This is an optimization exercise on Yosys and OpenROAD, whose aim is small area and a short achievable clock period, not a production implementation.
No functional check of the RTL was part of any run shown here.
No activity file was given, so power comes from the tool's default toggle rates.

## flow/design.v (module list and top-level ports; edited modules follow where they fit)
// module npu: 764 lines
module npu (
    input               clk,
    input               reset,
    input               cov,
    input  [23:0]       data,
    input  [23:0]       wt,
    output logic [71:0] mmu_out,
    output logic [15:0] conv_out,
    output logic        conv_fin
);
  // ...
==> flow/run.sh <==
#!/bin/bash
# synth_recipe.tcl (not shown) runs the flow's synth.tcl, then flattens the netlist and writes it again
# the make line also repeats each setting of config.mk as NAME=value (left out here)
make -C /OpenROAD-flow-scripts/flow DESIGN_CONFIG=/design/flow/config.mk WORK_HOME=/design/flow/orfs CLKGATE_MAP_FILE= SYNTH_SCRIPT=/design/flow/synth_recipe.tcl finish
==> flow/config.mk <==
export PLATFORM = sky130hd
export DESIGN_NAME = npu
export DESIGN_NICKNAME = npu
export VERILOG_FILES = /design/flow/design.v
export SDC_FILE = /design/flow/constraint.sdc
export NUM_CORES = 4
export LEC_CHECK = 0
export CAP_MARGIN = 20
export CORE_MARGIN = 2
export CORE_UTILIZATION = 40
export PLACE_DENSITY = 0.6
export SETUP_SLACK_MARGIN = 3.0
export SLEW_MARGIN = 20
export TNS_END_PERCENT = 5
==> flow/constraint.sdc <==
create_clock -name core_clock -period 5.5 [get_ports {clk}]
set_input_delay 1.1000 -clock core_clock [delete_from_list [all_inputs] [get_ports {clk}]]
set_output_delay 1.1000 -clock core_clock [all_outputs]
set_load 0.01 [all_outputs]
==> flow_summary.yaml, run 1 <==
outcome:
  status: "complete, no violations"
logic_synthesis:
  synth_commonest_cells: "dfxtp_1, ha_1, inv_1, xnor2_1, nor2_1"
  synth_area_um2: 34200
  yosysTopAreaCell: "dfxtp_1"
  synth_edf_count: 144
global_routing:
  grt.total_usage_pct: 18.8
  use_met3_pct: 3.38
  antenna_found_initial: 7
  grt_pass1_vias: 23098
  grt-busiest-layer: "met2"
  met2_usage_pct: 29.2
placed_design:
  gp_congestion: 0.881
  dp_cells: 4378
pwr:
  clkPwrFrac_pct: 34.8
  switchingPower_uw: 4840
  swShare_pct: 31.6
  leakage_uw: 0.0173
  clk-power_uw: 5330
  p_comb_uw: 3820
worst_setup_path:
  crit_chain: "buf_6, a22o_1, a221oi_2, xnor2_2, fa_1, inv_2, ha_4, a21o_1, a21oi_2, nor2b_1, a311o_1, and4b_1, or3_1"
  end_kind: "flop"
  reg2reg_from: "we2_0_three"
cells_and_area:
  clock_area_share_pct: 6.52
  regArea_um2: 14300
  inv_count: 240
cts:
  ctsResizeCount: 281
  clock_sinks: 637
  hold_buffers: 0
  clkTransAtPathRegs_ps: 50
floorplan:
  pin_count: 140
timing:
  timing.final.crit_share_pct: 58.4
==> run 2, diff against run 1 <==
==> flow/flow/run.sh (new file) <==
#!/bin/bash
# Own flow: the standard layout (standard.sh, all steps, standard synthesis),
# with one change: the port buffers that global placement inserts on every input
# and output are buf_2 cells instead of the resizer's default pick (a 0.5 ns delay
# buffer). The whole make output goes to standard.log in this folder; ORFS keeps
# each step's own log under orfs/logs/.
set -euo pipefail
export BUFFER_PORTS_ARGS="-buffer_cell sky130_fd_sc_hd__buf_2"
bash standard.sh > standard.log 2>&1
==> flow/standard.sh (new file) <==
#!/bin/bash
# synth_recipe.tcl (not shown) runs the flow's synth.tcl, then flattens the netlist and writes it again
# the make line also repeats each setting of config.mk as NAME=value (left out here)
make -C /OpenROAD-flow-scripts/flow DESIGN_CONFIG=/design/flow/config.mk WORK_HOME=/design/flow/orfs CLKGATE_MAP_FILE= SYNTH_SCRIPT=/design/flow/synth_recipe.tcl "${@:-finish}"
--- a/flow/config.mk
+++ b/flow/config.mk
@@ -8,6 +8,8 @@
 export CAP_MARGIN = 20
 export CORE_MARGIN = 2
 export CORE_UTILIZATION = 40
+export CTS_CLUSTER_DIAMETER = 100
+export CTS_CLUSTER_SIZE = 20
 export PLACE_DENSITY = 0.6
 export SETUP_SLACK_MARGIN = 3.0
 export SLEW_MARGIN = 20
removed: flow/run.sh
==> flow_summary.yaml, run 2 <==
outcome:
  status: "complete, no violations"
logic_synthesis:
  avgSynthCellArea_um2: 10.4
  synth_ff_type: "dfxtp_1"
  yosysMostFrequentCell: "dfxtp_1"
  synth_mux_area_share_pct: 1.14
  yosysTopAreaCell: "dfxtp_1"
  netlist-cell-type-count: 79
  synth_edf_count: 144
  synth_top_family_by_area: "adder cells"
  synth_area_um2: 34200
  synth_fa_ha_area_share_pct: 19.2
  synthTopCellsByArea: "dfxtp_1, edfxtp_1, fa_1, ha_1, xnor2_1"
  yosysWarningCount: 1
  postSynthCellCount: 3283
  synth_top_area_share_pct: 28.9
  synth_commonest_cells: "dfxtp_1, ha_1, inv_1, xnor2_1, nor2_1"
  yosysSeqAreaShare_pct: 41.5
  synth_simple_gate_area_share_pct: 11.0
  ys_ff_latch: 637
  ys_async_sr_fraction_pct: 0
  synth_xor_area_share_pct: 7.71
  synth_compound_area_share_pct: 14.3
timing:
  holdWs_ps: 323
  timing.final.crit_share_pct: 57.5
  hold_viol_final: 0
  max_freq_ghz: 0.316
  setup_viol: 0
  period_minus_slack_ps: 3160
  fin_worst_skew_ps: 34.3
  rsz0062_at_grt: "yes"
  fin_setup_tns_ps: 0
  slew_viol_final: 0
  slew_headroom_pct: 33.7
  worst_pin_slew_ps: 995
cts:
  clock_tree.root_cell: "clkbuf_16"
  htree_levels: 2
  clock_sinks: 637
  hold_buffers: 0
  clockBufferDepth: 3
  clkTransAtPathRegs_ps: 80
  cts_tree: "built"
  clock_latency_ps: 600
  cts_buffers: 40
hold_path:
  hold_path_class: "flop to flop"
  hold_depth: 0
pwr:
  comb_power_share_pct: 27.9
  seqPwrFrac_pct: 48.4
  leakage_uw: 0.0162
  peakVddDrop_uv: 212
  p_per_area_nw_per_um2: 328
  p_int_uw: 8380
  switchingPower_uw: 4320
  swShare_pct: 34.0
  clkPwrFrac_pct: 23.8
cells_and_area:
  fin_nets: 3820
  drive_above_1_share_pct: 15.3
  fin_cells: 4527
  final_common_cell: "dfxtp_1"
  final_core_util_pct: 45.5
  largest_registers: "rW1 (24), rW (24)"
  final_cell_mix: "dfxtp_1, xnor2_1, inv_1"
  synthToLayoutAreaGrowth_pct: 13.1
global_routing:
  antenna_found_initial: 11
  grt.overflow.total: 0
  grt.total_usage_pct: 18.2
  grt_pass1_wl_um: 126000
  grt_pass1_vias: 22229
  grt_max_degree: 71
floorplan:
  pin_count: 140
  die_x_um: 296
  num_rows: 107
  fp.dieH_um: 296
  core_um2: 85000
  dieArea_um2: 87900
  start_util_pct: 40.2
run:
  max_cap_violations: 0
placed_design:
  portBuffers: 121
  gp_congestion: 0.854
  dp_cells: 4367
  dp_hpwl_um: 57900
detailed_routing:
  vias: 23436
  drt_iter0_drc: 1803
  wl_per_cell_um: 17.8
  dr.pass1.iters: 8
  detail-route-antenna-nets: 0
  via_per_inst: 5.18
  drc: 0
  routed_wl_um: 80400
worst_setup_path:
  slowest_stage: "fa_2"
  slowest_delay_ps: 550
  crit_path_max_fanout: 6
  crit_chain: "buf_6, a22o_1, a221oi_2, xnor2_1, fa_2, inv_2, ha_4, a21o_1, a21oi_2, nor2b_1, a311o_1, and4b_1, or3_1"
  cp-start-kind: "flop"
  end_kind: "flop"
  reg2reg_depth: 13
  critPathArrivalTime_ps: 3630
  worstPathRequired_ps: 5970
  crit_type: "flop to flop"
[run 2: cells by family after synthesis]
group | count (synthesis)
flops | 637
xor+xnor | 301
other cells | 1
fa+ha+maj | 416
mux | 37
simple gates | 752
buf+inv | 446
compound gates | 693
[run 2: what timing repair did]
item / CTS / global route
pin swaps: 53 / 66
gates cloned: 2 / 3
buffers inserted: 55 / 28
hold endpoints to repair: 0 / 0
endpoints found under the setup margin: 253 / 264
resized for setup: 145 / 94
[run 2: power by group through the flow]
stage	combinational (uW)	clock [uW]	sequential, uW
final	3540	3020	6140
after global routing	3940	3290	6190
after CTS	3460	3120	6110
after detailed placement	3300	0	6210
after global placement	3270	0	6200
after floorplan	2320	0	5900
[run 2: stage by stage]
stage	instance area (um^2)	power, uW	worst slack, ps
after detailed placement	35900	9510	1530
after global placement	35900	9470	1580
after global routing	38700	13400	2140
after floorplan	34700	8230	2270
after CTS	38000	12700	2280
final	38700	12700	2340
[run 2: final timing paths]
path	startpoint	end	slack [ps]
worst max-delay path	we2_0_three	m2[14]	2340
worst min-delay path	rW[18]	rW1[18]	320
worst max register to register	we2_0_three	m2[14]	2340
worst min register to register	rW[18]	rW1[18]	320
[run 2: layout make-up]
cell class / instances / area (um^2)
Inverter: 240 / 902
Fill cell: 7978 / 46300
Sequential cell: 637 / 14400
Clock inverter: 9 / 100
Multi-Input combinational cell: 2217 / 19300
Antenna cell: 7 / 17.5
Timing Repair Buffer: 217 / 1570
Clock buffer: 56 / 1060
Tap cell: 1144 / 1430
[run 2: routing by layer]
layer | share of wire [%] | track usage [%] | wire [um]
met1 | 48 | 26.7 | 38200
met2 | 45 | 27.9 | 35900
met3 | 6.0 | 2.97 | 4830
met4 | 1.8 | 4.51 | 1460
met5 | 0.044 | 0 | 35
[run 2: critical path: cells and delay by family, from the launching register on]
kind            cells  cell delay (ps)
compound gates      5             1090
xor+xnor            1              150
fa+ha+maj           2              720
buf+inv             2              170
flops               1              370
simple gates        3              530

static timing again, ports no longer ideal:
How much do the figures lean on ideal ports? The routed layouts below were timed once more, with nothing changed but the port constraints. Step 1, drivers: a clkbuf_16 drives clk and a buf_2 each remaining input, both assumed. Step 2 also shifts input and output timing later by t, the mid clock arrival at the registers, as if the neighbouring blocks saw the same clock. a / b / c = ideal / step 1 / step 2; a / b = the first two.
run | t, ns | setup slack, ns | slew at the worst register clock pin (ns)
run 1 | 0.682 | 2.289 / 2.289 / 1.797 | 0.07 / 0.07
run 2 | 0.642 | 2.339 / 2.339 / 1.829 | 0.09 / 0.09
After both steps setup and hold are still met in every run listed. For run 2, which loses most, drivers alone change the setup slack by 0.000 ns; drivers and shift together by -0.510 ns.
